Background: an optimization exercise with open tools, aiming at small area, a short achievable clock period and few clock cycles. Do not read the settings as production practice.
Only simulation tests tie the RTL to the original design; equivalence was not proved.

**config.mk**
```make
export PLATFORM = sky130hd
export DESIGN_NAME = bitcoin_hash
export DESIGN_NICKNAME = bitcoin_hash
export VERILOG_FILES = /design/flow/design.v
export SDC_FILE = /design/flow/constraint.sdc
export NUM_CORES = 8
export LEC_CHECK = 0
export ABC_AREA = 1
export CAP_MARGIN = 30
export CORE_MARGIN = 2
export CORE_UTILIZATION = 50
export CTS_CLUSTER_DIAMETER = 80
export CTS_CLUSTER_SIZE = 20
export PLACE_DENSITY = 0.65
export SLEW_MARGIN = 30
```
**constraint.sdc**
```tcl
create_clock -name core_clock -period 8.5 [get_ports {clk}]
set_input_delay 1.7000 -clock core_clock [delete_from_list [all_inputs] [get_ports {clk}]]
set_output_delay 1.7000 -clock core_clock [all_outputs]
set_load 0.01 [all_outputs]
```
**design.v**
```verilog
module bitcoin_hash(input logic clk, reset_n, start,
                    input logic [15:0] message_addr, output_addr,
                    output logic done, mem_we,
                    output logic [15:0] mem_addr,
                    output logic [31:0] mem_write_data,
                    input logic [31:0] mem_read_data);
localparam logic [2047:0] K_ALL = {
   32'h428a2f98,32'h71374491,32'hb5c0fbcf,32'he9b5dba5,32'h3956c25b,32'h59f111f1,32'h923f82a4,32'hab1c5ed5,
   32'hd807aa98,32'h12835b01,32'h243185be,32'h550c7dc3,32'h72be5d74,32'h80deb1fe,32'h9bdc06a7,32'hc19bf174,
   32'he49b69c1,32'hefbe4786,32'h0fc19dc6,32'h240ca1cc,32'h2de92c6f,32'h4a7484aa,32'h5cb0a9dc,32'h76f988da,
   32'h983e5152,32'ha831c66d,32'hb00327c8,32'hbf597fc7,32'hc6e00bf3,32'hd5a79147,32'h06ca6351,32'h14292967,
   32'h27b70a85,32'h2e1b2138,32'h4d2c6dfc,32'h53380d13,32'h650a7354,32'h766a0abb,32'h81c2c92e,32'h92722c85,
   32'ha2bfe8a1,32'ha81a664b,32'hc24b8b70,32'hc76c51a3,32'hd192e819,32'hd6990624,32'hf40e3585,32'h106aa070,
   32'h19a4c116,32'h1e376c08,32'h2748774c,32'h34b0bcb5,32'h391c0cb3,32'h4ed8aa4a,32'h5b9cca4f,32'h682e6ff3,
   32'h748f82ee,32'h78a5636f,32'h84c87814,32'h8cc70208,32'h90befffa,32'ha4506ceb,32'hbef9a3f7,32'hc67178f2
};
localparam logic [255:0] IV = {32'h6a09e667, 32'hbb67ae85, 32'h3c6ef372, 32'ha54ff53a,
                               32'h510e527f, 32'h9b05688c, 32'h1f83d9ab, 32'h5be0cd19};
function automatic logic [31:0] kc(input logic [5:0] i);
   kc = K_ALL[(63-i)*32 +: 32];
endfunction
function automatic logic [31:0] iv(input logic [2:0] i);
   iv = IV[(7-i)*32 +: 32];
endfunction
function automatic logic [31:0] rotr(input logic [31:0] x, input int r);
   rotr = (x >> r) | (x << (32-r));
endfunction
function automatic logic [63:0] csa(input logic [31:0] x, y, z);
   logic [31:0] u;
   u = x ^ y;
   csa = {u ^ z, ((u & z) | (~u & x)) << 1};
endfunction
function automatic logic [63:0] c42(input logic [31:0] x1, x2, x3, x4);
   logic [31:0] u, uv, co, ci, sm, cy;
   u  = x1 ^ x2;
   uv = u ^ x3 ^ x4;
   co = (u & x3) | (~u & x1);
   ci = {co[30:0], 1'b0};
   sm = uv ^ ci;
   cy = (uv & ci) | (~uv & x4);
   c42 = {sm, cy << 1};
endfunction
function automatic logic [31:0] add_ks(input logic [31:0] x, y);
   logic [31:0] gg, pp, g2, p2;
   gg = x & y;
   pp = x ^ y;
   for (int dd = 1; dd < 32; dd = dd * 2) begin
      g2 = gg; p2 = pp;
      for (int i = dd; i < 32; i++) begin
         g2[i] = gg[i] | (pp[i] & gg[i-dd]);
         p2[i] = pp[i] & pp[i-dd];
      end
      gg = g2; pp = p2;
   end
   add_ks = (x ^ y) ^ {gg[30:0], 1'b0};
endfunction
function automatic logic [31:0] add_bk(input logic [31:0] x, y);
   logic [31:0] gg, pp;
   gg = x & y;
   pp = x ^ y;
   for (int dd = 1; dd < 32; dd = dd * 2)
      for (int i = 2*dd - 1; i < 32; i += 2*dd) begin
         gg[i] = gg[i] | (pp[i] & gg[i-dd]);
         pp[i] = pp[i] & pp[i-dd];
      end
   for (int dd = 8; dd >= 1; dd = dd / 2)
      for (int i = 3*dd - 1; i < 32; i += 2*dd) begin
         gg[i] = gg[i] | (pp[i] & gg[i-dd]);
         pp[i] = pp[i] & pp[i-dd];
      end
   add_bk = (x ^ y) ^ {gg[30:0], 1'b0};
endfunction
function automatic logic [63:0] round(input logic [31:0] a, b, c, d, e, f, g, hk);
   logic [31:0] s0, s1, ch, mj, u, p1, q1, p3, q3, p4, q4;
   s1 = rotr(e, 6) ^ rotr(e, 11) ^ rotr(e, 25);
   ch = (e & f) ^ (~e & g);
   s0 = rotr(a, 2) ^ rotr(a, 13) ^ rotr(a, 22);
   mj = (a & b) ^ (a & c) ^ (b & c);
   u  = (e & (hk ^ f)) | (~e & (hk ^ g));    
   p1 = u ^ s1;
   q1 = ((u & s1) | (~u & hk)) << 1;         
   {p3, q3} = c42(s0, mj, p1, q1);
   {p4, q4} = csa(p1, q1, d);
   round = {add_ks(p3, q3), add_ks(p4, q4)};
endfunction
function automatic logic [31:0] wnext(input logic [31:0] w0, w1, w9, w14);
   logic [31:0] x, y;
   {x, y} = c42(w9, w0, rotr(w14, 17) ^ rotr(w14, 19) ^ (w14 >> 10),
                rotr(w1, 7) ^ rotr(w1, 18) ^ (w1 >> 3));
   wnext = x + y;
endfunction
localparam logic [1:0] P_LOAD = 2'd0, P_ONE = 2'd1, P_RUN = 2'd2;
logic        busy;
logic [1:0]  ph;
logic [6:0]  cyc;
logic [4:0]  na;          
logic [3:0]  nw;          
logic [5:0]  kidx;        
logic        c_inj, c_injiv, c_injhk, c_ffiv, c_ffr, c_err, c_topexp, c_topmem;
logic        c_wn, c_w8, c_w280, c_kring, c_kiv, c_kfold, c_bw8, c_bw100;
logic [3:0]  c_ffw;       
logic [3:0]  c_hkw;       
logic [1:0]  c_fj, c_ivi;
logic [31:0] a, b, c, d, e, f, g, hk, kreg;
logic [31:0] w [16];
logic [31:0] ra [4];      
logic [31:0] re [4];      
logic [31:0] ba, bb, bc, bd, be, bf, bg, bhk, bkreg;
logic [31:0] bw [16];
logic [31:0] a_rnd, e_rnd, ba_rnd, be_rnd;
always_comb begin
   {a_rnd, e_rnd}   = round(a, b, c, d, e, f, g, hk);
   {ba_rnd, be_rnd} = round(ba, bb, bc, bd, be, bf, bg, bhk);
end
logic [31:0] wexp, bwexp;
always_comb begin
   wexp  = wnext(w[0], w[1], w[9], w[14]);
   bwexp = wnext(bw[0], bw[1], bw[9], bw[14]);
end
logic [31:0] hx, hy, hk_n, bhx, bhy, bhk_n;
always_comb begin
   {hx, hy} = csa(g, kreg, w[1]);
   hk_n = add_bk(hx, hy);
   {bhx, bhy} = csa(bg, bkreg, bw[1]);
   bhk_n = add_bk(bhx, bhy);
end
logic [31:0] kv, kva, kvb;
always_comb begin
   kv = kc(kidx);
   if (c_kiv)
      kva = iv({1'b1, c_fj});               
   else if (c_kring)
      kva = re[2];                          
   else
      kva = kv;
   if (c_kfold)
      kvb = kc(6'd63) + iv(3'd0);           
   else
      kvb = kv;
end
logic [6:0] cyc_n;
logic [1:0] ph_n;
logic [4:0] na_n;
logic [5:0] kidx_n;
always_comb begin
   if (!busy) begin
      cyc_n = 7'd51;
      ph_n  = P_LOAD;
      na_n  = 5'd0;
   end else if (cyc == 7'd67) begin
      cyc_n = 7'd0;
      ph_n  = (ph == P_LOAD) ? P_ONE : P_RUN;
      na_n  = (ph == P_RUN) ? na + 5'd1 : 5'd0;
   end else begin
      cyc_n = cyc + 7'd1;
      ph_n  = ph;
      na_n  = na;
   end
   if (cyc_n == 7'd66)
      kidx_n = 6'd0;
   else if (cyc_n >= 7'd62 && cyc_n <= 7'd65)
      kidx_n = kidx;
   else
      kidx_n = kidx + 6'd1;
end
always_ff @(posedge clk) begin
   cyc  <= cyc_n;
   ph   <= ph_n;
   na   <= na_n;
   kidx <= kidx_n;
   if (!busy)
      nw <= 4'd0;
   else if (ph != P_LOAD && cyc == 7'd55)
      nw <= nw + 4'd1;
   c_inj     <= (cyc_n >= 7'd64);
   c_injiv   <= (ph_n == P_LOAD);
   c_injhk   <= (ph_n == P_ONE);
   c_ffiv    <= (ph_n == P_ONE);
   c_fj      <= 2'd1 - cyc_n[1:0];
   c_ivi     <= 2'd3 - cyc_n[1:0];
   c_ffr     <= (ph_n == P_ONE) && (cyc_n >= 7'd62) && (cyc_n <= 7'd65);
   c_err     <= (ph_n == P_ONE) && (cyc_n >= 7'd64);
   c_kiv     <= (ph_n == P_ONE) && (cyc_n >= 7'd62) && (cyc_n <= 7'd65);
   c_kring   <= (ph_n == P_RUN) && (cyc_n >= 7'd62) && (cyc_n <= 7'd65);
   c_kfold   <= (cyc_n == 7'd61);
   for (int i = 0; i < 4; i++) begin
      c_ffw[i] <= (ph_n == P_RUN) && (cyc_n == 7'd62 + i);
      c_hkw[i] <= (ph_n == P_RUN) && (cyc_n == 7'd64 + i);
   end
   c_topexp  <= (cyc_n < 7'd48);
   c_topmem  <= (cyc_n >= 7'd52) && (ph_n == P_LOAD || cyc_n <= 7'd54);
   c_wn      <= (ph_n != P_LOAD) && (cyc_n == 7'd55);
   c_w8      <= (ph_n != P_LOAD) && (cyc_n == 7'd56);
   c_w280    <= (ph_n != P_LOAD) && (cyc_n == 7'd67);
   c_bw8     <= (cyc_n == 7'd60);
   c_bw100   <= (cyc_n == 7'd67);
end
logic [31:0] wtop, bwtop;
always_comb begin
   if (c_topexp)
      wtop = wexp;
   else if (c_topmem)
      wtop = mem_read_data;
   else
      wtop = {c_w8, 21'd0, c_w280, 1'b0, c_w280, 3'd0, nw & {4{c_wn}}};
   if (c_topexp)
      bwtop = bwexp;
   else
      bwtop = {c_bw8, 22'd0, c_bw100, 8'd0};
end
logic [31:0] ffa;
always_comb ffa = add_bk(b, c_ffiv ? iv({1'b0, c_fj}) : ra[2]);
always_ff @(posedge clk) begin
   b <= a; c <= b; d <= c;
   f <= e; g <= f;
   if (c_inj) begin
      if (c_injiv) begin
         a <= iv({1'b0, c_ivi});    
         e <= iv({1'b1, c_ivi});    
      end else begin
         a <= ra[0];
         e <= c_injhk ? hk : re[0];
      end
   end else begin
      a <= a_rnd;
      e <= e_rnd;
   end
   hk   <= hk_n;
   kreg <= kva;
   ra[0] <= ra[1]; ra[2] <= ra[3]; ra[3] <= ra[0];
   ra[1] <= c_ffr ? ffa : ra[2];
   re[0] <= re[1]; re[1] <= re[2]; re[2] <= re[3];
   re[3] <= c_err ? hk : re[0];
   for (int i = 0; i < 15; i++) w[i] <= w[i+1];
   w[15] <= wtop;
   bb <= ba; bc <= bb; bd <= bc;
   bf <= be; bg <= bf;
   if (c_inj) begin
      ba <= iv({1'b0, c_ivi});
      be <= iv({1'b1, c_ivi});
   end else begin
      ba <= ba_rnd;
      be <= be_rnd;
   end
   bhk   <= bhk_n;
   bkreg <= kvb;
   for (int i = 0; i < 15; i++) bw[i] <= bw[i+1];
   bw[15] <= bwtop;
   if (c_ffw[0]) bw[8] <= ffa;     
   if (c_ffw[1]) bw[6] <= ffa;     
   if (c_ffw[2]) bw[4] <= ffa;     
   if (c_ffw[3]) bw[2] <= ffa;     
   if (c_hkw[0]) bw[10] <= hk;     
   if (c_hkw[1]) bw[8]  <= hk;     
   if (c_hkw[2]) bw[6]  <= hk;     
   if (c_hkw[3]) bw[4]  <= hk;     
end
assign mem_write_data = ba;
always_ff @(posedge clk, negedge reset_n) begin
   if (!reset_n) begin
      busy   <= 1'b0;
      done   <= 1'b0;
      mem_we <= 1'b0;
   end else begin
      mem_we <= 1'b0;
      if (!busy) begin
         if (start) begin
            busy <= 1'b1;
            done <= 1'b0;
         end
      end else if (ph == P_RUN && na != 5'd0 && cyc == 7'd63) begin
         mem_we <= 1'b1;
      end else if (ph == P_RUN && na == 5'd16 && cyc == 7'd64) begin
         busy <= 1'b0;
         done <= 1'b1;
      end
   end
end
always_ff @(posedge clk) begin
   if (!busy)
      mem_addr <= message_addr;
   else if (ph == P_LOAD)
      mem_addr <= mem_addr + 16'd1;
   else if (cyc == 7'd50)
      mem_addr <= message_addr + 16'd16;
   else if (cyc == 7'd51 || cyc == 7'd52)
      mem_addr <= mem_addr + 16'd1;
   else if (cyc == 7'd63)
      mem_addr <= output_addr + {12'd0, na[3:0] - 4'd1};
end
endmodule
```
**flow/run.sh**
```bash
#!/bin/bash
set -euo pipefail
bash standard.sh SETUP_SLACK_MARGIN=6 finish > flow_make.log 2>&1
```
**standard.sh**
```bash
#!/bin/bash
# synth_recipe.tcl (not shown) runs the flow's synth.tcl, then flattens the netlist and writes it again
# the make line also repeats each setting of config.mk as NAME=value (left out here)
make -C /OpenROAD-flow-scripts/flow DESIGN_CONFIG=/design/flow/config.mk WORK_HOME=/design/flow/orfs CLKGATE_MAP_FILE= SYNTH_SCRIPT=/design/flow/synth_recipe.tcl "${@:-finish}"
```
==> results of run 1 <==
kinds of logic (layout without fill, tap and decap cells):
logic type,after synthesis,after routing,synth area share [%]
flops,1921,1921,46.6
other cells,0,1,0
fa+ha+maj,410,410,6.54
simple gates,3305,3307,16.3
mux,1,1,0.0136
compound gates,1970,1970,13.4
buf+inv,1252,2218,5.72
xor+xnor,1040,1040,11.4
final cells by class:
class / instances / area share (%)
Clock inverter: 36 / 0.545
Timing Repair Buffer: 1014 / 8.22
Inverter: 1033 / 3.55
Multi-Input combinational cell: 6728 / 47.3
Antenna cell: 1 / 0.00223
Tap cell: 2189 / 2.45
Sequential cell: 1921 / 35.2
Clock buffer: 135 / 2.76
worst paths after layout:
| path | startpoint | to | slack, ns | cells after the start |
|---|---|---|---|---|
| max reg2reg | be[14] | ba[17] | 4.81 | 21 |
| min in group asynchronous | reset_n | done | 1.05 | 1 |
| max | be[14] | ba[17] | 4.81 | 21 |
| max in group asynchronous | reset_n | mem_we | 7.29 | 1 |
| min reg2reg | w[3][25] | w[2][25] | 0.28 | 0 |
| min | w[3][25] | w[2][25] | 0.28 | 0 |
metrics by stage:
| step | setup WS [ns] | cells | utilization, % | hold slack [ns] | cell area (µm²) |
|---|---|---|---|---|---|
| after global placement | 3.89 | 12032 | 53.7 | 0.310 | 88500 |
| after detailed placement | 3.94 | 12033 | 53.7 | 0.312 | 88500 |
| after global routing | 4.66 | 13056 | 68.0 | 0.285 | 112000 |
| after CTS | 4.90 | 12766 | 63.6 | 0.283 | 105000 |
| final | 4.81 | 13057 | 68.0 | 0.283 | 112000 |
| after floorplan | 5.18 | 9899 | - | 0.309 | 85200 |
worst max-delay path: stages (launching register included):
cell,delay (ns)
dfxtp_4,0.39
buf_12,0.14
xnor2_4,0.18
xor2_4,0.30
xor2_4,0.29
or2_4,0.21
nand2_8,0.07
xnor2_4,0.23
xnor2_2,0.15
inv_2,0.08
ha_4,0.28
nand3_4,0.08
nand2_4,0.12
a21boi_4,0.08
o21ai_4,0.23
buf_4,0.16
buf_6,0.09
a21oi_4,0.05
o21bai_1,0.18
nand2_1,0.07
nand2_1,0.06
o21ai_1,0.06
layer usage:
metal,vias up,track usage (%),wire length [µm]
li1,33753,-,-
met1,35504,51.0,138000
met2,3341,55.9,142000
met3,751,7.92,31900
met4,6,14.3,16600
met5,-,0,55
synth_stat cells (44+ instances only):
library cell	number	area [µm²]
nand2_1	1979	7430
dfxtp_1	1902	38100
inv_1	1017	3820
o21ai_0	772	3860
nor2_1	721	2710
a21oi_1	674	3370
xor2_1	587	5140
xnor2_1	403	3530
ha_1	315	3940
nand3_1	281	1410
clkbuf_1	182	683
nor3_1	75	375
or2_2	74	463
a21boi_0	67	503
o211ai_1	66	495
o22ai_1	66	413
fa_1	53	1060
or2_1	50	313
a22oi_1	48	360
nand4_1	47	294
a21o_1	44	330
repair_timing:
| item | 4_1_cts | 5_1_grt |
|---|---|---|
| cloned | 5 | 1 |
| buffers inserted | 557 | 289 |
| endpoints found under the setup margin | 546 | 491 |
| gates resized for setup | 2228 | 1137 |
| pin swaps | 651 | 636 |
sequential cells by signal, summed over array words and instances (netlist names), 128 cells and up:
signal and flops:
bw 512, ra 128, re 128, w 512
==> metrics.yaml, run 1 <==
layout:
  syn_to_final_growth_pct: 35.1
  regArea_um2: 39400
  layout_commonest_cell: "nand2_1"
  final_nets: 11253
  drive_gt1_share_pct: 32.9
  multiInputGateArea_um2: 53000
  final_cell_mix: "nand2_1, dfxtp_1, inv_1"
  fillers: 12716
grt:
  grt.total_usage_pct: 36.8
  grt_max_degree: 80
  grt_pass1_vias: 68462
  antenna_found_initial: 14
  overflow: 0
  grt_pass1_wl_um: 457000
logic_synthesis:
  syn_inst: 9899
  async_reset_ff_share_pct: 0.156
  syn_avg_cell_area_um2: 8.38
  synth_top_flop_cell: "dfxtp_1"
  synth-edff-count: 16
  synth_nets: 10334
  ys_seq_area_share_pct: 46.6
  yosys_register_bits: 1921
  yosys.cell_types.count: 71
  yosys_warnings: 5
  netlist_area_um2: 82900
clock_tree:
  clock-root-buffer: "clkbuf_16"
  cts_tree: "yes"
  cts_buffer_depth: 3
  clk_pin_slew_ns: 0.08
  htreeDepth: 3
  hold_buffers: 0
  clkSinkCount: 1921
  cts_made_buffers: 120
  clock_latency_ns: 0.86
route:
  wl_per_cell_um: 25.1
  viasPerCell: 5.62
  drtPass1Iterations: 6
  drt.antenna.violating_nets: 0
  routed_wl_um: 328000
  drt-initial-drc-count: 7466
  routed-via-count: 73355
  drcViolationCount: 0
sta:
  period_needed_ns: 3.69
  finalCritPeriodShare_pct: 43.5
  fin_setup_tns_ns: 0
  fmax_ghz: 0.271
  setup_viol: 0
  slew_headroom_pct: 28.9
  hold_viol: 0
  slew_viol_final: 0
  finalClockSkew_ns: 0.0906
  worstMarginPinSlew_ns: 1.06
  rsz0062_at_grt: "true"
placement:
  place.detailed.hpwl_um: 240000
  gp_congestion: 1.02
  port_buffers: 116
die:
  dieHeight_um: 411
  core-area_um2: 165000
  num_io_pins: 117
  initial_core_util_pct: 50.3
  dieArea_um2: 169000
  rows: 149
  dieWidth_um: 411
setup_path:
  required_ns: 9.14
  worstSetupPathType: "flip-flop to flip-flop"
  startpoint_type: "flip-flop"
  cp-end-kind: "flip-flop"
  crit_fanout: 4
  arrival_ns: 4.33
worst_hold_path:
  min_path_type: "flip-flop to flip-flop"
flow_run:
  max_cap_viol_count: 0
outcome:
  status: "no timing/DRC/antenna violations"
Testbench counts, summed over its fixed seeds: cycles 39,648.
==> run 2, diff against run 1 <==
==> flow/run.sh (replaced) <==
#!/bin/bash
set -euo pipefail
bash standard.sh SETUP_SLACK_MARGIN=7 finish > flow_make.log 2>&1
==> run 2 against run 1 <==
  * Core utilization increased by 2.6 points
  * Sequential share of layout area down 1.3 points
  * Hold slack improved by 0.013 ns
  * First-iteration DRC count is 3.0% lower
  * Critical path depth increased by 4
  * Via count increased by 1.2%
==> metrics.yaml, run 2 <==
setup_path:
  cp_num_cells: 25
  r2r_end: "a[28]"
  rrSetupSlack_ns: 4.80
  path_common_cell: "buf_6"
  cp-end-kind: "flip-flop"
  critPathBufInv: 6
  r2r_cells: 25
  worstSetupPathType: "flip-flop to flip-flop"
  startpoint_type: "flip-flop"
  cp_slowest_cell: "fa_2"
  required_ns: 9.26
  arrival_ns: 4.46
  crit_family: "simple AND/OR/NAND/NOR gates"
  crit_fanout: 5
  slowest_delay_ns: 0.42
  rr_startpoint: "e[8]"
clock_tree:
  clk_pin_slew_ns: 0.09
  cts_buffer_depth: 3
  hold_buffers: 0
  clkSinkCount: 1921
  clock-root-buffer: "clkbuf_16"
  htreeDepth: 3
  clock_latency_ns: 0.83
  cts_tree: "yes"
  cts_made_buffers: 117
logic_synthesis:
  synth_common_cells: "nand2_1, dfxtp_1, inv_1, o21ai_0, nor2_1"
  synth_top_area_share_pct: 45.9
  yosysMostFrequentCell: "nand2_1"
  ys_seq_area_share_pct: 46.6
  async_reset_ff_share_pct: 0.156
  synth_nets: 10334
  syn_inst: 9899
  synthTopCellsByArea: "dfxtp_1, nand2_1, xor2_1, ha_1, o21ai_0"
  syn_avg_cell_area_um2: 8.38
  yosys.cell_types.count: 71
  netlist_area_um2: 82900
  synth-edff-count: 16
  yosys_warnings: 5
  yosys_register_bits: 1921
  synth_top_flop_cell: "dfxtp_1"
  yosysTopAreaCell: "dfxtp_1"
flow_run:
  max_cap_viol_count: 0
die:
  dieArea_um2: 169000
  num_io_pins: 117
  initial_core_util_pct: 50.3
  dieHeight_um: 411
  dieWidth_um: 411
  core-area_um2: 165000
  rows: 149
grt:
  antenna_found_initial: 13
  grt_max_degree: 78
  grt_pass1_vias: 70037
  grt_pass1_wl_um: 461000
  overflow: 0
  grt.total_usage_pct: 37.1
route:
  drtPass1Iterations: 6
  drt-initial-drc-count: 7239
  drcViolationCount: 0
  viasPerCell: 5.61
  wl_per_cell_um: 25.0
  drt.antenna.violating_nets: 0
  routed-via-count: 74211
  routed_wl_um: 331000
sta:
  hold_viol: 0
  slew_headroom_pct: 32.0
  fin_setup_tns_ns: 0
  fmax_ghz: 0.270
  setup_viol: 0
  slew_viol_final: 0
  rsz0062_at_grt: "true"
  finalClockSkew_ns: 0.0583
  worstMarginPinSlew_ns: 1.02
  finalCritPeriodShare_pct: 43.5
  hold_ws_ns: 0.296
  period_needed_ns: 3.70
layout:
  final_cell_mix: "dfxtp_1, nand2_1, inv_1"
  utilization_pct: 70.6
  regArea_um2: 39400
  fillers: 12125
  syn_to_final_growth_pct: 40.3
  final_nets: 11432
  drive_gt1_share_pct: 36.1
  layout_commonest_cell: "dfxtp_1"
  multiInputGateArea_um2: 54600
  reg.largest.list: "bw x512, w x512"
worst_hold_path:
  worstHoldStart: "bw[2][8]"
  min_to: "bw[1][8]"
  holdPathStages: 0
  min_path_type: "flip-flop to flip-flop"
placement:
  port_buffers: 116
  place.detailed.hpwl_um: 234000
  gp_congestion: 0.989
outcome:
  status: "no timing/DRC/antenna violations"
run 2: cell counts after synthesis:
Identical to the previous run, type by type.
run 2: through the flow:
| stage | instances | area, µm² | setup slack, ns |
|---|---|---|---|
| floorplan | 9899 | 85900 | 5.18 |
| global placement | 12022 | 89100 | 4.15 |
| detailed placement | 12022 | 89100 | 4.11 |
| CTS | 12948 | 109000 | 4.97 |
| global route | 13236 | 116000 | 4.61 |
| finish | 13240 | 116000 | 4.80 |
run 2: how the worst max path moves through the flow:
| stage | start | end | slack, ns |
|---|---|---|---|
| 6_report | e[8] | a[28] | 4.80 |
| 5_1_grt | e[13] | a[28] | 4.61 |
| 4_1_cts | cyc[1] | bw[6][31] | 4.97 |
| 3_5_place_dp | c_injhk | bw[4][31] | 4.11 |
| 3_3_place_gp | be[12] | ba[28] | 4.15 |
| 2_1_floorplan | output_addr[0] | mem_addr[8] | 5.18 |
run 2: logic make-up after synthesis:
logic type | after synthesis | share of synthesized area (%)
flip-flops | 1921 | 46.6
multiplexers | 1 | 0.0136
buffers and inverters | 1252 | 5.72
AO/OA/AOI/OAI | 1970 | 13.4
XOR/XNOR | 1040 | 11.4
AND/OR/NAND/NOR | 3305 | 16.3
adder cells (fa/ha/maj) | 410 | 6.54
run 2: repair_timing:
item / 4_1_cts / 5_1_grt
resized for setup: 2556 / 1142
buffers inserted: 743 / 283
gates cloned: 16 / 3
hold endpoints to repair: 0 / 0
pin swaps: 803 / 711
endpoints found under the setup margin: 636 / 601
run 2: final cells by class:
class                      instances  share of cell area [%]
antenna                            6                  0.0129
clock buffer                     133                    2.61
clock inverter                    34                   0.449
inverter                        1033                    3.57
multi-input combinational       6727                    46.9
sequential                      1921                    33.9
tap                             2189                    2.35
timing repair buffer            1196                    10.2
timing repair inverter             1                 0.00753
run 2: routing by layer:
| metal | GRT usage [%] | routed length [µm] | part of all wire, % | vias up |
|---|---|---|---|---|
| met5 | 0 | 87 | 0.026 | - |
| met1 | 49.7 | 136000 | 41 | 35766 |
| li1 | - | - | - | 34143 |
| met3 | 7.93 | 31000 | 9.4 | 875 |
| met2 | 56.8 | 144000 | 43 | 3415 |
| met4 | 17.8 | 20500 | 6.2 | 12 |
==> run 3, diff against run 2 <==
==> run.sh (new file) <==
#!/bin/bash
# synth_recipe.tcl (not shown) runs the flow's synth.tcl, then flattens the netlist and writes it again
# the make line also repeats each setting of config.mk as NAME=value (left out here)
make -C /OpenROAD-flow-scripts/flow DESIGN_CONFIG=/design/flow/config.mk WORK_HOME=/design/flow/orfs CLKGATE_MAP_FILE= SYNTH_SCRIPT=/design/flow/synth_recipe.tcl finish
--- a/config.mk
+++ b/config.mk
@@ -13,3 +13,4 @@
 export CTS_CLUSTER_SIZE = 20
 export PLACE_DENSITY = 0.65
+export SETUP_SLACK_MARGIN = 4.5
 export SLEW_MARGIN = 30
removed: flow/run.sh
removed: standard.sh
==> run 3 against run 2 <==
  * Highest routed layer unchanged
  * Global-route usage fell by 3.5 points
  * Synthesized area did not move
  * Cell count fell by 7.4%
  * Via count is 8.9% lower
==> metrics.yaml, run 3 <==
layout:
  final_nets: 10459
  reg.largest.list: "bw x512, w x512"
  final_cell_mix: "nand2_1, dfxtp_1, inv_1"
  layout_commonest_cell: "nand2_1"
  drive_gt1_share_pct: 7.82
  final_area_um2: 92000
  syn_to_final_growth_pct: 11.0
route:
  drt.antenna.violating_nets: 0
  routed_wl_um: 292000
  routed-via-count: 67600
  wl_per_cell_um: 23.8
  drtPass1Iterations: 6
  drcViolationCount: 0
  drt-initial-drc-count: 7038
  viasPerCell: 5.52
sta:
  slew_headroom_pct: 32.5
  finalCritPeriodShare_pct: 46.1
  fmax_ghz: 0.255
  rsz0062_at_grt: "true"
  setup_viol: 0
  worstMarginPinSlew_ns: 1.00
  hold_ws_ns: 0.257
  finalClockSkew_ns: 0.106
  slew_viol_final: 0
  period_needed_ns: 3.92
  hold_viol: 0
  fin_setup_tns_ns: 0
die:
  rows: 149
  dieWidth_um: 411
  core-area_um2: 165000
  num_io_pins: 117
  initial_core_util_pct: 50.3
  dieArea_um2: 169000
  dieHeight_um: 411
clock_tree:
  clock_latency_ns: 0.83
  clkSinkCount: 1921
  cts_buffer_depth: 3
  clk_pin_slew_ns: 0.09
  cts_made_buffers: 116
  clock-root-buffer: "clkbuf_16"
  htreeDepth: 3
  cts_tree: "yes"
  hold_buffers: 0
placement:
  place.detailed.hpwl_um: 232000
  dpl_cell_area_um2: 86500
  gp_congestion: 1.05
  port_buffers: 116
grt:
  grt_pass1_vias: 62979
  antenna_found_initial: 12
  grtUsageMet2_pct: 51.8
  grt.total_usage_pct: 33.6
  grt_pass1_wl_um: 418000
  grt-busiest-layer: "met2"
  gr-usage-met1_pct: 46.5
  overflow: 0
  grt_max_degree: 89
  use_met3_pct: 4.53
logic_synthesis:
  yosys_register_bits: 1921
  synth_top_flop_cell: "dfxtp_1"
  synth_nets: 10334
  yosys.cell_types.count: 71
  netlist_area_um2: 82900
  synthTopCellsByArea: "dfxtp_1, nand2_1, xor2_1, ha_1, o21ai_0"
  synth_top_area_share_pct: 45.9
  async_reset_ff_share_pct: 0.156
  synth-edff-count: 16
  ys_seq_area_share_pct: 46.6
  yosysMostFrequentCell: "nand2_1"
  syn_inst: 9899
  yosysTopAreaCell: "dfxtp_1"
  syn_avg_cell_area_um2: 8.38
  yosys_warnings: 5
  synth_common_cells: "nand2_1, dfxtp_1, inv_1, o21ai_0, nor2_1"
setup_path:
  startpoint_type: "flip-flop"
  critPathBufInv: 0
  rr_startpoint: "a[15]"
  arrival_ns: 4.56
  path_cells: "xnor2_1 > xor2_1 > or2_2 > nand2_1 > xor2_2 > xnor2_1 > ha_1 > fa_1 > nand2_1 > nand2_1 > o21ai_4 > o21ai_2 > nand2_1 > nand2_1 > a21oi_2 > xor2_2 > o221ai_1"
  cp_slowest_cell: "dfxtp_1"
  required_ns: 9.14
  slowest_delay_ns: 0.55
  crit_start: "a[15]"
  path_common_cell: "nand2_1"
  worstSetupPathType: "flip-flop to flip-flop"
  crit_fanout: 5
  crit_family: "XOR/XNOR gates"
  cp-end-kind: "flip-flop"
flow_run:
  max_cap_viol_count: 0
worst_hold_path:
  min_path_type: "flip-flop to flip-flop"
  worstHoldStart: "ra[1][4]"
outcome:
  status: "no timing/DRC/antenna violations"
==> run 3: cell families (layout without fill, tap and decap cells) <==
logic type	Yosys count	in the layout	synth area share, %
compound gates	1970	1970	13.4
xor+xnor	1040	1040	11.4
fa+ha+maj	410	410	6.54
buf+inv	1252	1420	5.72
flops	1921	1921	46.6
mux	1	1	0.0136
other cells	0	1	0
simple gates	3305	3305	16.3
==> run 3: cell type report <==
cell class              instances  area (µm²)
clock buffers                 128        2980
clock inverters                33         487
multi-input cells            6726       41100
well taps                    2189        2740
fillers                     15175       72800
repair buffers                225        2010
flip-flops and latches       1921       38800
inverters                    1033        3890
diodes                          1        2.50
repair inverters                1        5.00
==> run 3: layer usage <==
metal	up-vias	wire length (µm)
li1	32176	-
met1	32092	128000
met2	2754	126000
met3	572	21900
met4	6	16000
met5	-	45
==> run 3: final timing paths <==
kind / endpoint / slack, ns / cells past startpoint
setup / recovery: a[16] / 4.58 / 17
hold / removal: ra[0][4] / 0.26 / 0
setup reg to reg: a[16] / 4.58 / 17
hold reg to reg: ra[0][4] / 0.26 / 0
max in group asynchronous: mem_we / 7.25 / 1
min in group asynchronous: done / 1.10 / 1
==> run 3: stage by stage <==
step	std cells	utilization (%)	worst slack, ns
6_report	12257	55.8	4.58
2_1_floorplan	9899	-	4.62
4_1_cts	12217	54.9	4.49
5_1_grt	12256	55.8	4.31
3_5_place_dp	12042	52.5	3.82
3_3_place_gp	12042	52.4	3.81
==> run 3: repair_timing <==
action,CTS,global route
hold endpoints to repair,0,0
setup endpoints to repair,151,144
setup buffers,13,37
pin swaps,5,58
gates resized for setup,121,354
gates cloned,1,0
==> run 3: worst register-to-register path: cells and delay by family (launching register included) <==
kind,cells,cell delay [ns]
simple gates,6,0.81
fa+ha+maj,2,0.71
flops,1,0.55
compound gates,4,0.63
xor+xnor,5,1.10
==> run 4, diff against run 3 <==
--- a/config.mk
+++ b/config.mk
@@ -13,4 +13,4 @@
 export CTS_CLUSTER_SIZE = 20
 export PLACE_DENSITY = 0.65
-export SETUP_SLACK_MARGIN = 4.5
+export SETUP_SLACK_MARGIN = 4.8
 export SLEW_MARGIN = 30
==> run 4 against run 3 <==
  * Critical path depth rose by 3
  * Sequential share of layout area fell by 1.5 points
  * Cell count rose by 1.1%
  * Non-clock buffer count rose by 121
  * Wire length rose by 2.3%
  * Worst setup slack improved by 0.19 ns
  * Register-to-register slack improved by 0.19 ns
  * Count of clock-buffer cells in the layout rose by 3
  * Critical path type unchanged
  * Critical endpoint is now ba[23]
==> metrics.yaml, run 4 <==
outcome:
  status: "no timing/DRC/antenna violations"
route:
  viasPerCell: 5.53
  routed_wl_um: 298000
  wl_per_cell_um: 24.1
  drtPass1Iterations: 8
  drt.antenna.violating_nets: 0
  drt-initial-drc-count: 6612
  routed-via-count: 68541
  drcViolationCount: 0
die:
  dieWidth_um: 411
  dieArea_um2: 169000
  rows: 149
  dieHeight_um: 411
  initial_core_util_pct: 50.3
  core-area_um2: 165000
  num_io_pins: 117
clock_tree:
  clk_pin_slew_ns: 0.09
  hold_buffers: 0
  clock_latency_ns: 0.84
  cts_tree: "yes"
  cts_buffer_depth: 3
  clkSinkCount: 1921
  clock-root-buffer: "clkbuf_16"
  htreeDepth: 3
  cts_made_buffers: 120
sta:
  rsz0062_at_grt: "true"
  slew_viol_final: 0
  setup_viol: 0
  hold_viol: 0
  finalCritPeriodShare_pct: 43.9
  fmax_ghz: 0.268
  worstMarginPinSlew_ns: 1.11
  finalClockSkew_ns: 0.0687
  period_needed_ns: 3.73
  fin_setup_tns_ns: 0
  slew_headroom_pct: 26.0
layout:
  multiInputGateArea_um2: 43500
  layout_commonest_cell: "nand2_1"
  final_nets: 10584
  drive_gt1_share_pct: 13.7
  utilization_pct: 58.3
  reg.largest.list: "bw x512, w x512"
  stdcell_count: 12389
  syn_to_final_growth_pct: 15.8
  fillers: 14769
  final_cell_mix: "nand2_1, dfxtp_1, inv_1"
  regArea_um2: 39100
setup_path:
  path_cells: "xnor2_4 > xor2_4 > xor2_4 > or2_1 > nand2_2 > xnor2_2 > buf_4 > xnor2_1 > inv_1 > ha_4 > nand2_1 > inv_1 > a21boi_4 > o21ai_4 > nand2_1 > nand2_2 > inv_2 > o21ai_1 > o21ai_0 > a21oi_1"
  worstSetupPathType: "flip-flop to flip-flop"
  cp-end-kind: "flip-flop"
  crit_fanout: 6
  slowest_delay_ns: 0.42
  arrival_ns: 4.43
  startpoint_type: "flip-flop"
  cp_slowest_cell: "dfxtp_4"
  required_ns: 9.20
grt:
  antenna_found_initial: 12
  grt_pass1_vias: 63240
  grt_max_degree: 89
  overflow: 0
  grt_pass1_wl_um: 421000
  grt.total_usage_pct: 34.0
logic_synthesis:
  yosys_register_bits: 1921
  synth_nets: 10334
  synth-edff-count: 16
  yosys_warnings: 5
  syn_avg_cell_area_um2: 8.38
  synth_top_area_share_pct: 45.9
  ys_seq_area_share_pct: 46.6
  synth_common_cells: "nand2_1, dfxtp_1, inv_1, o21ai_0, nor2_1"
  async_reset_ff_share_pct: 0.156
  yosys.cell_types.count: 71
  synthTopCellsByArea: "dfxtp_1, nand2_1, xor2_1, ha_1, o21ai_0"
  syn_inst: 9899
  netlist_area_um2: 82900
  yosysTopAreaCell: "dfxtp_1"
  yosysMostFrequentCell: "nand2_1"
  synth_top_flop_cell: "dfxtp_1"
placement:
  place_inst: 12038
  place.detailed.hpwl_um: 234000
  gp_congestion: 0.999
  port_buffers: 116
worst_hold_path:
  min_path_type: "flip-flop to flip-flop"
flow_run:
  max_cap_viol_count: 0
run 4: cell count changes in the layout (fill, tap and decap cells not counted), sizes merged:
cell / before / now
diode: 1 / 5
bufinv: 2 / 4
clkbuf: 128 / 131
clkdlybuf4s50: 116 / 115
dlygate4sd2: 0 / 1
inv: 1038 / 1037
buf: 109 / 229
clkinvlp: 5 / 7
bufbuf: 0 / 1
clkinv: 22 / 23
run 4: cell type report:
class | count | area share (%)
Antenna cell | 5 | 0.0130
Inverter | 1033 | 4.06
Timing Repair Buffer | 346 | 3.09
Sequential cell | 1921 | 40.7
Multi-Input combinational cell | 6726 | 45.3
Timing Repair inverter | 1 | 0.00521
Tap cell | 2189 | 2.85
Clock inverter | 37 | 0.642
Clock buffer | 131 | 3.27
run 4: kinds of logic after synthesis:
group	count (synthesis)	share of synthesized area [%]
simple gates	3305	16.3
flops	1921	46.6
buf+inv	1252	5.72
mux	1	0.0136
compound gates	1970	13.4
fa+ha+maj	410	6.54
xor+xnor	1040	11.4
run 4: per-layer routing:
| layer | wire length (µm) | track usage, % |
|---|---|---|
| met1 | 129000 | 46.9 |
| met2 | 131000 | 52.8 |
| met3 | 22100 | 4.51 |
| met4 | 16600 | 15.8 |
| met5 | 31 | 0 |
run 4: worst paths after layout:
path / from / slack, ns / cells past startpoint / to
setup / recovery: be[16] / 4.77 / 20 / ba[23]
hold / removal: f[18] / 0.30 / 0 / g[18]
setup reg to reg: be[16] / 4.77 / 20 / ba[23]
hold reg to reg: f[18] / 0.30 / 0 / g[18]
max in group asynchronous: reset_n / 7.28 / 1 / mem_we
min in group asynchronous: reset_n / 1.07 / 1 / busy
run 4: critical path: cells and delay by family (launching register included):
kind                       cells  cell delay [ns]
DFF                            1             0.42
adders and majority gates      1             0.34
and+or+nand+nor                5             0.53
xor gates and xnor gates       5             1.15
buffers and inverters          4             0.44
AOI/OAI and AO/OA              5             0.71
run 4: stage by stage:
step	cell area [µm²]	hold WS [ns]	setup WS (ns)
detailed placement	86400	0.312	3.96
global route	96000	0.294	4.59
global placement	86400	0.310	4.02
finish	96000	0.300	4.77
floorplan	82900	0.310	4.86
CTS	92100	0.285	4.76
run 4: what timing repair did:
action / CTS / global route
buffers inserted: 62 / 114
cloned: 2 / 0
endpoints found under the setup margin: 298 / 217
pin swaps: 48 / 200
resized for setup: 446 / 721
==> run 5, diff against run 4 <==
--- a/config.mk
+++ b/config.mk
@@ -13,4 +13,4 @@
 export CTS_CLUSTER_SIZE = 20
 export PLACE_DENSITY = 0.65
-export SETUP_SLACK_MARGIN = 4.8
+export SETUP_SLACK_MARGIN = 5.0
 export SLEW_MARGIN = 30
==> run 5 against run 4 <==
  * Sequential share of layout area shrank 1.9 points
  * Highest routed layer unchanged
  * Critical endpoint is now a[29]
  * Flip-flop and latch count unchanged
  * Global-route usage rose by 0.47 points
  * Largest cell class unchanged
==> metrics.yaml, run 5 <==
outcome:
  status: "no timing/DRC/antenna violations"
logic_synthesis:
  netlist_area_um2: 82900
  ys_seq_area_share_pct: 46.6
  synth_top_area_share_pct: 45.9
  synth_common_cells: "nand2_1, dfxtp_1, inv_1, o21ai_0, nor2_1"
  synth-edff-count: 16
  yosysTopAreaCell: "dfxtp_1"
  syn_avg_cell_area_um2: 8.38
  synth_top_flop_cell: "dfxtp_1"
  async_reset_ff_share_pct: 0.156
  yosys_warnings: 5
  yosysMostFrequentCell: "nand2_1"
  synthTopCellsByArea: "dfxtp_1, nand2_1, xor2_1, ha_1, o21ai_0"
  yosys_register_bits: 1921
  syn_inst: 9899
  yosys.cell_types.count: 71
  synth_nets: 10334
sta:
  finalClockSkew_ns: 0.0532
  finalCritPeriodShare_pct: 43.1
  slew_viol_final: 0
  period_needed_ns: 3.66
  hold_viol: 0
  fmax_ghz: 0.273
  worstMarginPinSlew_ns: 1.04
  setup_viol: 0
  rsz0062_at_grt: "true"
  slew_headroom_pct: 30.1
  fin_setup_tns_ns: 0
clock_tree:
  clock_latency_ns: 0.83
  cts_buffer_depth: 3
  cts_made_buffers: 118
  clkSinkCount: 1921
  clock-root-buffer: "clkbuf_16"
  hold_buffers: 0
  cts_tree: "yes"
  htreeDepth: 3
  clk_pin_slew_ns: 0.09
setup_path:
  r2r_end: "a[29]"
  cp_slowest_cell: "dfxtp_4"
  arrival_ns: 4.44
  required_ns: 9.27
  rr_startpoint: "g[19]"
  cp-endpoint: "a[29]"
  path_common_cell: "a21oi_1"
  worstSetupPathType: "flip-flop to flip-flop"
  rrSetupSlack_ns: 4.84
  startpoint_type: "flip-flop"
  cp-end-kind: "flip-flop"
  crit_start: "g[19]"
  r2r_cells: 21
  crit_fanout: 4
  path_cells: "inv_1 > o21ai_2 > nor2_2 > inv_1 > nand2_1 > xor2_2 > buf_4 > or2_1 > nand2_2 > xnor2_2 > nand2_1 > o21ai_1 > ha_4 > a21oi_1 > o21a_1 > o21ai_0 > a21oi_1 > o21ai_2 > o21ai_0 > a21oi_1 > nor2_1"
  slowest_delay_ns: 0.39
placement:
  gp_congestion: 1.01
  place_inst: 12040
  place.detailed.hpwl_um: 232000
  dpl_cell_area_um2: 86400
  port_buffers: 116
route:
  met1_length_um: 130000
  routed-via-count: 70106
  dr.max_layer_used: "met5"
  wl_per_cell_um: 24.3
  wl_met2_um: 135000
  routed_wl_um: 307000
  dr_wl_met3_um: 23600
  drtPass1Iterations: 8
  drcViolationCount: 0
  viasPerCell: 5.55
  drt.antenna.violating_nets: 0
  drt-initial-drc-count: 6806
die:
  dieWidth_um: 411
  initial_core_util_pct: 50.3
  dieArea_um2: 169000
  dieHeight_um: 411
  core-area_um2: 165000
  rows: 149
  num_io_pins: 117
layout:
  final_cell_mix: "nand2_1, dfxtp_1, inv_1"
  layout_commonest_cell: "nand2_1"
  drive_gt1_share_pct: 20.7
  final_area_um2: 101000
  regArea_um2: 39300
  syn_to_final_growth_pct: 22.1
  fillers: 14083
  final_nets: 10824
  reg.largest.list: "bw x512, w x512"
  multiInputGateArea_um2: 46700
  stdcell_count: 12633
grt:
  grt_pass1_vias: 64505
  grt.total_usage_pct: 34.5
  grt_pass1_wl_um: 428000
  grt_max_degree: 89
  overflow: 0
  antenna_found_initial: 18
worst_hold_path:
  holdPathStages: 0
  min_path_type: "flip-flop to flip-flop"
flow_run:
  max_cap_viol_count: 0
## run 5: through the flow
step	setup WS (ns)	utilization, %	hold WS [ns]
global route	4.69	61.4	0.292
CTS	4.90	57.6	0.295
detailed placement	3.97	52.5	0.312
global placement	4.01	52.4	0.310
floorplan	5.01	-	0.310
finish	4.84	61.4	0.299
## run 5: area by class of cell
class                      count  area share [%]
antenna                        8          0.0198
clock buffer                 130            3.03
clock inverter                37           0.527
inverter                    1033            3.86
multi-input combinational   6726            46.1
sequential                  1921            38.8
tap                         2189            2.71
timing repair buffer         589            4.92
## run 5: logic make-up (layout without fill, tap and decap cells)
family          count (synthesis)  after routing  share of synthesized area (%)
simple gates                 3305           3305                           16.3
compound gates               1970           1970                           13.4
flops                        1921           1921                           46.6
buf+inv                      1252           1789                           5.72
xor+xnor                     1040           1040                           11.4
fa+ha+maj                     410            410                           6.54
mux                             1              1                         0.0136
other cells                     0              8                              0
## run 5: worst min-delay path by stage
stage	slack [ns]	to	from
floorplan	0.31	bw[11][0]	bw[12][0]
global placement	0.31	w[10][5]	w[11][5]
detailed placement	0.31	bw[11][14]	bw[12][14]
CTS	0.30	w[12][24]	w[13][24]
global route	0.29	w[9][23]	w[10][23]
finish	0.30	bw[12][11]	bw[13][11]
## run 5: metal layers
| layer | track usage (%) | vias up |
|---|---|---|
| met5 | 0 | - |
| met4 | 17.1 | 4 |
| met1 | 46.6 | 33599 |
| met2 | 53.7 | 2871 |
| met3 | 5.27 | 715 |
| li1 | - | 32917 |
## run 5: critical path: cells and delay by family (launching register included)
kind | cells | cell delay [ns]
buffers and inverters | 3 | 0.31
adders and majority gates | 1 | 0.28
AOI/OAI and AO/OA | 9 | 1.65
and+or+nand+nor | 6 | 0.65
xor gates and xnor gates | 2 | 0.32
DFF | 1 | 0.39
## run 5: what timing repair did
item	in CTS	in global routing
endpoints found under the setup margin	353	231
pin swaps	193	400
hold endpoints to repair	0	0
gates resized for setup	954	1100
setup buffers	192	222
cloned	2	0
==> run 6, diff against run 5 <==
--- a/config.mk
+++ b/config.mk
@@ -9,8 +9,8 @@
 export CAP_MARGIN = 30
 export CORE_MARGIN = 2
-export CORE_UTILIZATION = 50
-export CTS_CLUSTER_DIAMETER = 80
-export CTS_CLUSTER_SIZE = 20
-export PLACE_DENSITY = 0.65
+export CORE_UTILIZATION = 55
+export CTS_CLUSTER_DIAMETER = 90
+export CTS_CLUSTER_SIZE = 26
+export PLACE_DENSITY = 0.72
 export SETUP_SLACK_MARGIN = 5.0
 export SLEW_MARGIN = 30
==> run 6 against run 5 <==
  * Critical endpoint is now ba[26]
  * Synthesized cell count unchanged
  * Critical path depth fell by 2
  * First-iteration DRC count up 6.5%
  * Worst setup slack lost 0.071 ns
  * Global-route usage rose by 2.8 points
  * Count of clock-buffer cells in the layout decreased by 35
  * Die area down 9.0%
  * Largest cell class unchanged
  * Register-to-register slack worse by 0.07 ns
  * Wire length is 1.7% lower
  * Non-clock buffer count down 35
  * Cell count fell by 2.0%
==> metrics.yaml, run 6 <==
outcome:
  status: "no timing/DRC/antenna violations"
logic_synthesis:
  synth_compound_area_share_pct: 13.4
  syn_inst: 9899
  async_reset_ff_share_pct: 0.156
  netlist_area_um2: 82900
  synthTopCellsByArea: "dfxtp_1, nand2_1, xor2_1, ha_1, o21ai_0"
  synth_top_area_share_pct: 45.9
  synth.area.mux_share_pct: 0.0136
  synth_top_family_by_area: "simple AND/OR/NAND/NOR gates"
  synth-simple-area-share_pct: 16.3
  ys_seq_area_share_pct: 46.6
  yosysMostFrequentCell: "nand2_1"
  synth-edff-count: 16
  synth-xor-area-share_pct: 11.4
  syn_avg_cell_area_um2: 8.38
  yosys_warnings: 5
  yosysTopAreaCell: "dfxtp_1"
  yosys.cell_types.count: 71
  synth_common_cells: "nand2_1, dfxtp_1, inv_1, o21ai_0, nor2_1"
  synth_fa_ha_area_share_pct: 6.54
  synth_nets: 10334
  yosys_register_bits: 1921
  synth_top_flop_cell: "dfxtp_1"
route:
  viasPerCell: 5.70
  drtPass1Iterations: 8
  routed_wl_um: 301000
  drt-initial-drc-count: 7251
  drt.antenna.violating_nets: 0
  wl_per_cell_um: 24.3
  routed-via-count: 70568
  drcViolationCount: 0
die:
  dieWidth_um: 392
  num_io_pins: 117
  initial_core_util_pct: 55.4
  rows: 142
  dieHeight_um: 392
  core-area_um2: 150000
  dieArea_um2: 154000
sta:
  period_needed_ns: 3.74
  setup_viol: 0
  slew_viol_final: 0
  finalCritPeriodShare_pct: 44.0
  rsz0062_at_grt: "true"
  slew_headroom_pct: 26.8
  finalClockSkew_ns: 0.0640
  hold_viol: 0
  fin_setup_tns_ns: 0
  fmax_ghz: 0.268
  worstMarginPinSlew_ns: 1.10
  timing.final.ws_setup_ns: 4.76
layout:
  fillers: 11985
  final_cell_mix: "nand2_1, dfxtp_1, inv_1"
  layout_commonest_cell: "nand2_1"
  reg.largest.list: "bw x512, w x512"
  syn_to_final_growth_pct: 20.6
  drive_gt1_share_pct: 19.6
  final_nets: 10764
setup_path:
  path_cells: "xnor2_2 > xor2_2 > xor2_2 > nand2b_4 > nand2_4 > xor2_4 > xor2_1 > inv_1 > ha_4 > fa_2 > nand3_2 > nand2_4 > nand4_1 > nand3_4 > a21o_1 > buf_4 > nand2_1 > inv_1 > o31ai_1"
  worstSetupPathType: "flip-flop to flip-flop"
  cp_slowest_cell: "fa_2"
  required_ns: 9.15
  rrSetupSlack_ns: 4.76
  crit_fanout: 6
  startpoint_type: "flip-flop"
  arrival_ns: 4.39
  cp-end-kind: "flip-flop"
  slowest_delay_ns: 0.41
worst_hold_path:
  min_path_type: "flip-flop to flip-flop"
clock_tree:
  cts_tree: "yes"
  cts_made_buffers: 92
  htreeDepth: 3
  hold_buffers: 0
  clock_latency_ns: 0.79
  clkSinkCount: 1921
  clk_pin_slew_ns: 0.10
  cts_buffer_depth: 3
  clock-root-buffer: "clkbuf_16"
placement:
  gp_congestion: 1.03
  place.detailed.hpwl_um: 227000
  port_buffers: 116
  post-place-ws_ns: 3.87
grt:
  antenna_found_initial: 7
  grt_max_degree: 89
  overflow: 0
  grt.total_usage_pct: 37.3
  grt_pass1_vias: 65186
  grt_pass1_wl_um: 422000
flow_run:
  max_cap_viol_count: 0
[run 6: cell counts after synthesis]
Identical to the previous run, type by type.
[run 6: cell type report]
| cell class | count | area [µm²] | area share, % |
|---|---|---|---|
| repair buffers | 554 | 4720 | 4.72 |
| diodes | 2 | 5.00 | 0.00501 |
| multi-input cells | 6726 | 46700 | 46.7 |
| inverters | 1033 | 3910 | 3.91 |
| clock inverters | 32 | 507 | 0.507 |
| flip-flops and latches | 1921 | 39300 | 39.3 |
| repair inverters | 1 | 5.00 | 0.00501 |
| well taps | 2016 | 2520 | 2.52 |
| clock buffers | 95 | 2320 | 2.32 |
[run 6: repair_timing]
item,4_1_cts,5_1_grt
resized for setup,945,1017
buffers inserted,180,206
cloned,3,1
endpoints found under the setup margin,360,265
pin swaps,189,404
[run 6: metrics by stage]
step / hold slack (ns) / utilization [%] / instance area [µm²] / std cells
4_1_cts: 0.290 / 62.8 / 94000 / 12171
6_report: 0.302 / 66.8 / 100000 / 12380
3_3_place_gp: 0.310 / 57.5 / 86100 / 11858
5_1_grt: 0.292 / 66.8 / 100000 / 12378
2_1_floorplan: 0.310 / - / 82900 / 9899
3_5_place_dp: 0.312 / 57.6 / 86200 / 11861
[run 6: kinds of logic (layout without fill, tap and decap cells)]
logic type / count (synthesis) / count (layout)
compound gates: 1970 / 1970
simple gates: 3305 / 3305
fa+ha+maj: 410 / 410
flops: 1921 / 1921
xor+xnor: 1040 / 1040
other cells: 0 / 2
buf+inv: 1252 / 1715
mux: 1 / 1
[run 6: path summary, 6_finish.rpt]
path | startpoint | to | cells after the start
setup / recovery | be[8] | ba[26] | 19
hold / removal | f[26] | g[26] | 0
setup reg to reg | be[8] | ba[26] | 19
hold reg to reg | f[26] | g[26] | 0
max in group asynchronous | reset_n | done | 1
min in group asynchronous | reset_n | mem_we | 1
[run 6: critical path, delay by kind of cell, from the launching register on]
family	cells	cell delay, ns
AND/OR/NAND/NOR	7	0.81
buffers and inverters	3	0.26
adder cells (fa/ha/maj)	2	0.58
XOR/XNOR	5	1.21
AO/OA/AOI/OAI	2	0.39
flip-flops	1	0.39
[run 6: routing by layer]
layer | vias to the layer above | routed length (µm) | part of all wire, % | track usage (%)
met4 | 8 | 21700 | 7.2 | 21.6
met1 | 33590 | 124000 | 41 | 50.1
met2 | 3357 | 130000 | 43 | 56.9
met3 | 809 | 25900 | 8.6 | 5.92
li1 | 32804 | - | - | -
met5 | - | 40 | 0.013 | 0
==> run 7, diff against run 6 <==
--- a/config.mk
+++ b/config.mk
@@ -9,8 +9,8 @@
 export CAP_MARGIN = 30
 export CORE_MARGIN = 2
-export CORE_UTILIZATION = 55
+export CORE_UTILIZATION = 50
 export CTS_CLUSTER_DIAMETER = 90
 export CTS_CLUSTER_SIZE = 26
-export PLACE_DENSITY = 0.72
-export SETUP_SLACK_MARGIN = 5.0
+export PLACE_DENSITY = 0.65
+export SETUP_SLACK_MARGIN = 4.7
 export SLEW_MARGIN = 30
==> run 7 against run 6 <==
  * Worst setup slack got worse by 0.19 ns
  * Cell count fell by 0.53%
  * Synthesized cell count unchanged
  * Still clean on timing, DRC and antenna
  * Flip-flop and latch count unchanged
  * Largest cell class unchanged
==> metrics.yaml, run 7 <==
sta:
  fin_setup_tns_ns: 0
  finalCritPeriodShare_pct: 46.2
  slew_headroom_pct: 28.3
  rsz0062_at_grt: "true"
  hold_viol: 0
  finalClockSkew_ns: 0.0632
  worstMarginPinSlew_ns: 1.07
  timing.final.ws_setup_ns: 4.57
  setup_viol: 0
  fmax_ghz: 0.255
  hold_ws_ns: 0.315
  slew_viol_final: 0
  period_needed_ns: 3.93
grt:
  grt_pass1_vias: 62714
  overflow: 0
  antenna_found_initial: 20
  grt.total_usage_pct: 33.0
  grt_pass1_wl_um: 412000
  grt_max_degree: 74
route:
  routed_wl_um: 289000
  drt.antenna.violating_nets: 0
  wl_met2_um: 125000
  routed-via-count: 67878
  wl_per_cell_um: 23.5
  viasPerCell: 5.51
  drtPass1Iterations: 6
  drcViolationCount: 0
  met1_length_um: 127000
  dr_wl_met3_um: 21000
  dr.max_layer_used: "met5"
  drt-initial-drc-count: 6889
clock_tree:
  hold_buffers: 0
  cts_made_buffers: 93
  cts_buffer_depth: 3
  clkSinkCount: 1921
  clk_pin_slew_ns: 0.10
  cts_tree: "yes"
  htreeDepth: 3
  clock_latency_ns: 0.79
  clock-root-buffer: "clkbuf_16"
layout:
  reg.largest.list: "bw x512, w x512"
  syn_to_final_growth_pct: 13.4
  drive_gt1_share_pct: 11.7
  layout_commonest_cell: "nand2_1"
  final_nets: 10519
  final_cell_mix: "nand2_1, dfxtp_1, inv_1"
placement:
  port_buffers: 116
  place.detailed.hpwl_um: 228000
  gp_congestion: 0.987
  post-place-ws_ns: 3.88
setup_path:
  worstSetupPathType: "flip-flop to flip-flop"
  startpoint_type: "flip-flop"
  required_ns: 9.11
  arrival_ns: 4.53
  cp-end-kind: "flip-flop"
  crit_fanout: 33
logic_synthesis:
  yosys_warnings: 5
  netlist_area_um2: 82900
  yosys_register_bits: 1921
  synth_top_flop_cell: "dfxtp_1"
  yosys.cell_types.count: 71
  synth_nets: 10334
  synth_top_area_share_pct: 45.9
  yosysTopAreaCell: "dfxtp_1"
  synthTopCellsByArea: "dfxtp_1, nand2_1, xor2_1, ha_1, o21ai_0"
  synth-edff-count: 16
  syn_inst: 9899
  yosysMostFrequentCell: "nand2_1"
  ys_seq_area_share_pct: 46.6
  synth_common_cells: "nand2_1, dfxtp_1, inv_1, o21ai_0, nor2_1"
  async_reset_ff_share_pct: 0.156
  syn_avg_cell_area_um2: 8.38
outcome:
  status: "no timing/DRC/antenna violations"
flow_run:
  max_cap_viol_count: 0
die:
  dieHeight_um: 411
  dieWidth_um: 411
  rows: 149
  initial_core_util_pct: 50.3
  num_io_pins: 117
  dieArea_um2: 169000
  core-area_um2: 165000
worst_hold_path:
  min_path_type: "flip-flop to flip-flop"
-- run 7: cell counts after synthesis --
No cell type changed its count.
-- run 7: through the flow --
step	std cells	utilization [%]	cell area (µm²)
6_report	12314	57.0	94000
5_1_grt	12310	57.0	94000
4_1_cts	12204	55.0	90600
3_5_place_dp	12042	52.4	86400
3_3_place_gp	12041	52.4	86400
2_1_floorplan	9899	-	82900
-- run 7: timing repair --
action	4_1_cts	5_1_grt
gates cloned	2	0
setup endpoints to repair	232	190
pin swaps	19	139
resized for setup	306	640
setup buffers	28	106
-- run 7: area by class of cell --
type,count,area [µm²]
Fill cell,14923,70800
Multi-Input combinational cell,6726,42700
Sequential cell,1921,39100
Inverter,1033,3900
Tap cell,2189,2740
Timing Repair Buffer,308,2670
Clock buffer,99,2370
Clock inverter,33,541
Antenna cell,4,10.0
Timing Repair inverter,1,5.00
-- run 7: path summary, 6_finish.rpt --
check | endpoint | cells after the start | start | slack [ns]
setup reg to reg | kreg[25] | 10 | kidx[2] | 4.57
setup / recovery | kreg[25] | 10 | kidx[2] | 4.57
max in group asynchronous | mem_we | 1 | reset_n | 7.26
hold reg to reg | bw[5][25] | 0 | bw[6][25] | 0.31
hold / removal | bw[5][25] | 0 | bw[6][25] | 0.31
min in group asynchronous | busy | 1 | reset_n | 1.08
-- run 7: worst max-delay path: stages, from the launching register on --
cell and delay (ns):
dfxtp_1 0.32, buf_4 0.34, clkinv_1 0.50, nor2_1 0.82, inv_1 0.19, nand3_1 0.15, nand3_1 0.15, nand3_1 0.29
nand2_1 0.25, nor2_1 0.46, o21ai_0 0.28
-- run 7: cell families after synthesis --
logic type	Yosys count	share of synthesized area [%]
and+or+nand+nor	3305	16.3
DFF	1921	46.6
xor gates and xnor gates	1040	11.4
adders and majority gates	410	6.54
AOI/OAI and AO/OA	1970	13.4
buffers and inverters	1252	5.72
muxes	1	0.0136
-- run 7: routing by layer --
metal | global-route usage (%) | vias up
met5 | 0 | -
met3 | 4.69 | 600
met2 | 50.8 | 2650
li1 | - | 32305
met4 | 15.6 | 14
met1 | 45.7 | 32309
==> run 8, diff against run 7 <==
--- a/config.mk
+++ b/config.mk
@@ -6,5 +6,4 @@
 export NUM_CORES = 8
 export LEC_CHECK = 0
-export ABC_AREA = 1
 export CAP_MARGIN = 30
 export CORE_MARGIN = 2
@@ -13,4 +12,4 @@
 export CTS_CLUSTER_SIZE = 26
 export PLACE_DENSITY = 0.65
-export SETUP_SLACK_MARGIN = 4.7
+export SETUP_SLACK_MARGIN = 4.8
 export SLEW_MARGIN = 30
==> run 8 against run 7 <==
  * Still clean on timing, DRC and antenna
  * Global-route usage is 2.8 points lower
  * Synthesized area decreased by 1.7%
  * Critical path depth grew 11
  * Clock skew increased by 0.0064 ns
  * Final area increased by 5.1%
  * Worst setup slack got worse by 0.60 ns
  * Synthesized cell count fell by 20%
  * Cell count down 14%
  * Non-clock buffer count is 312 higher
  * Critical path type unchanged
==> metrics.yaml, run 8 <==
setup_path:
  crit_fanout: 5
  startpoint_type: "flip-flop"
  arrival_ns: 5.21
  worstSetupPathType: "flip-flop to flip-flop"
  critPathBufInv: 2
  crit_start: "cyc[1]"
  slowest_delay_ns: 0.39
  rr_startpoint: "cyc[1]"
  required_ns: 9.18
  crit_family: "compound AO/OA/AOI/OAI gates"
route:
  drt.antenna.violating_nets: 0
  drcViolationCount: 0
  routed_wl_um: 261000
  drtPass1Iterations: 6
  viasPerCell: 5.56
  wl_per_cell_um: 24.7
grt:
  antenna_found_initial: 8
  overflow: 0
  grt_max_degree: 90
  grt_pass1_vias: 56344
  grt.total_usage_pct: 30.2
  grt_pass1_wl_um: 373000
sta:
  hold_ws_ns: 0.298
  worstMarginPinSlew_ns: 1.03
  rsz0062_at_grt: "true"
  slew_viol_final: 0
  setup_viol: 0
  slew_headroom_pct: 30.9
  fin_setup_tns_ns: 0
  fmax_ghz: 0.221
  finalClockSkew_ns: 0.0695
  period_needed_ns: 4.52
  hold_viol: 0
placement:
  place.detailed.hpwl_um: 192000
  port_buffers: 116
  gp_congestion: 0.942
  dpl_cell_area_um2: 85600
worst_hold_path:
  min_path_type: "flip-flop to flip-flop"
  worstHoldStart: "bw[15][28]"
logic_synthesis:
  synth_top_area_share_pct: 46.7
  synth_top_flop_cell: "dfxtp_1"
  async_reset_ff_share_pct: 0.156
  yosys_register_bits: 1921
  netlist_area_um2: 81500
  synth-edff-count: 16
  synth_nets: 8386
  syn_avg_cell_area_um2: 10.3
  yosys.cell_types.count: 102
  syn_inst: 7951
  synthTopCellsByArea: "dfxtp_1, xnor2_1, ha_1, xor2_1, maj3_1"
die:
  dieWidth_um: 408
  rows: 148
  initial_core_util_pct: 50.2
  dieHeight_um: 408
  num_io_pins: 117
  dieArea_um2: 166000
outcome:
  status: "no timing/DRC/antenna violations"
layout:
  syn_to_final_growth_pct: 21.2
  reg.largest.list: "bw x512, w x512"
  utilization_pct: 60.8
  final_cell_mix: "dfxtp_1, xnor2_1, nand2_1"
  final_area_um2: 98800
  drive_gt1_share_pct: 23.4
flow_run:
  max_cap_viol_count: 0
clock_tree:
  cts_made_buffers: 92
  cts_buffer_depth: 3
  hold_buffers: 0
  htreeDepth: 3
  clock_latency_ns: 0.79
  cts_tree: "yes"
[run 8: cell count changes after synthesis, moves of 137 or more]
cell	delta
a21o_1	+137
nor2_1	-247
nand3_1	-179
mux2i_1	+171
maj3_1	+231
xnor2_1	+665
xor2_1	-151
inv_1	-799
mux2_2	+155
a21oi_1	-300
o21ai_0	-256
nand2_1	-1385
[run 8: cell type report]
| class | count | area, µm² | share of cell area, % |
|---|---|---|---|
| Clock buffer | 102 | 2360 | 2.39 |
| Inverter | 222 | 846 | 0.856 |
| Tap cell | 2175 | 2720 | 2.75 |
| Sequential cell | 1921 | 39200 | 39.7 |
| Antenna cell | 3 | 7.51 | 0.00760 |
| Clock inverter | 34 | 500 | 0.507 |
| Timing Repair Buffer | 620 | 5490 | 5.56 |
| Multi-Input combinational cell | 5491 | 47700 | 48.3 |
[run 8: kinds of logic after synthesis]
group / share of synthesized area [%]
flops: 47.4
fa+ha+maj: 9.50
buf+inv: 2.55
mux: 4.44
xor+xnor: 16.9
simple gates: 8.18
compound gates: 11.0
[run 8: final timing paths]
path                       cells after the start    endpoint  slack (ns)
max                                           21   bw[4][31]        3.98
min                                            0  bw[14][28]        0.30
max reg2reg                                   21   bw[4][31]        3.98
min reg2reg                                    0  bw[14][28]        0.30
max in group asynchronous                      1        busy        7.26
min in group asynchronous                      1      mem_we        1.10
[run 8: routing by layer]
metal | global-route usage [%] | vias to the layer above | wire, µm
met3 | 4.63 | 459 | 17400
met5 | 0 | - | 16
met1 | 41.2 | 28760 | 114000
met4 | 12.9 | 2 | 13200
li1 | - | 27504 | -
met2 | 47.6 | 2009 | 117000
[run 8: through the flow]
| step | worst slack [ns] | cells |
|---|---|---|
| 2_1_floorplan | 4.26 | 7951 |
| 3_3_place_gp | 3.36 | 9981 |
| 3_5_place_dp | 3.30 | 9981 |
| 4_1_cts | 3.91 | 10403 |
| 5_1_grt | 3.76 | 10565 |
| 6_report | 3.98 | 10568 |
[run 8: what timing repair did]
item	in CTS	in global routing
endpoints found under the setup margin	340	262
resized for setup	1017	460
pin swaps	395	351
buffers inserted	285	162
cloned	1	0

## separate check: timing with driven ports
In the flow no input, the clock included, has a driving cell. The finished layouts below were timed again as built, in two steps.
Step 1, drivers: a clkbuf_16 drives clk and a buf_2 each remaining input, both assumed.
Step 2 also shifts input and output timing later by t, the mid clock arrival at the registers, as if the neighbouring blocks saw the same clock.
Three values: ideal ports, drivers, drivers and shift; two values: the first two.
run	t, ns	setup slack, ns	cell pins on the clock port's net
run 1	0.910	4.806 / 4.806 / 4.806	1
run 2	0.881	4.799 / 4.799 / 4.799	1
run 3	0.867	4.578 / 4.578 / 4.195	1
run 4	0.887	4.770 / 4.770 / 4.220	1
run 5	0.895	4.835 / 4.835 / 4.400	1
run 6	0.842	4.764 / 4.764 / 4.332	1
run 7	0.854	4.573 / 4.573 / 4.235	1
run 8	0.842	3.976 / 3.976 / 3.976	1
After both steps every run listed still meets setup and hold. For run 4, which loses most, drivers alone change the setup slack by 0.000 ns; drivers and shift together by -0.550 ns.
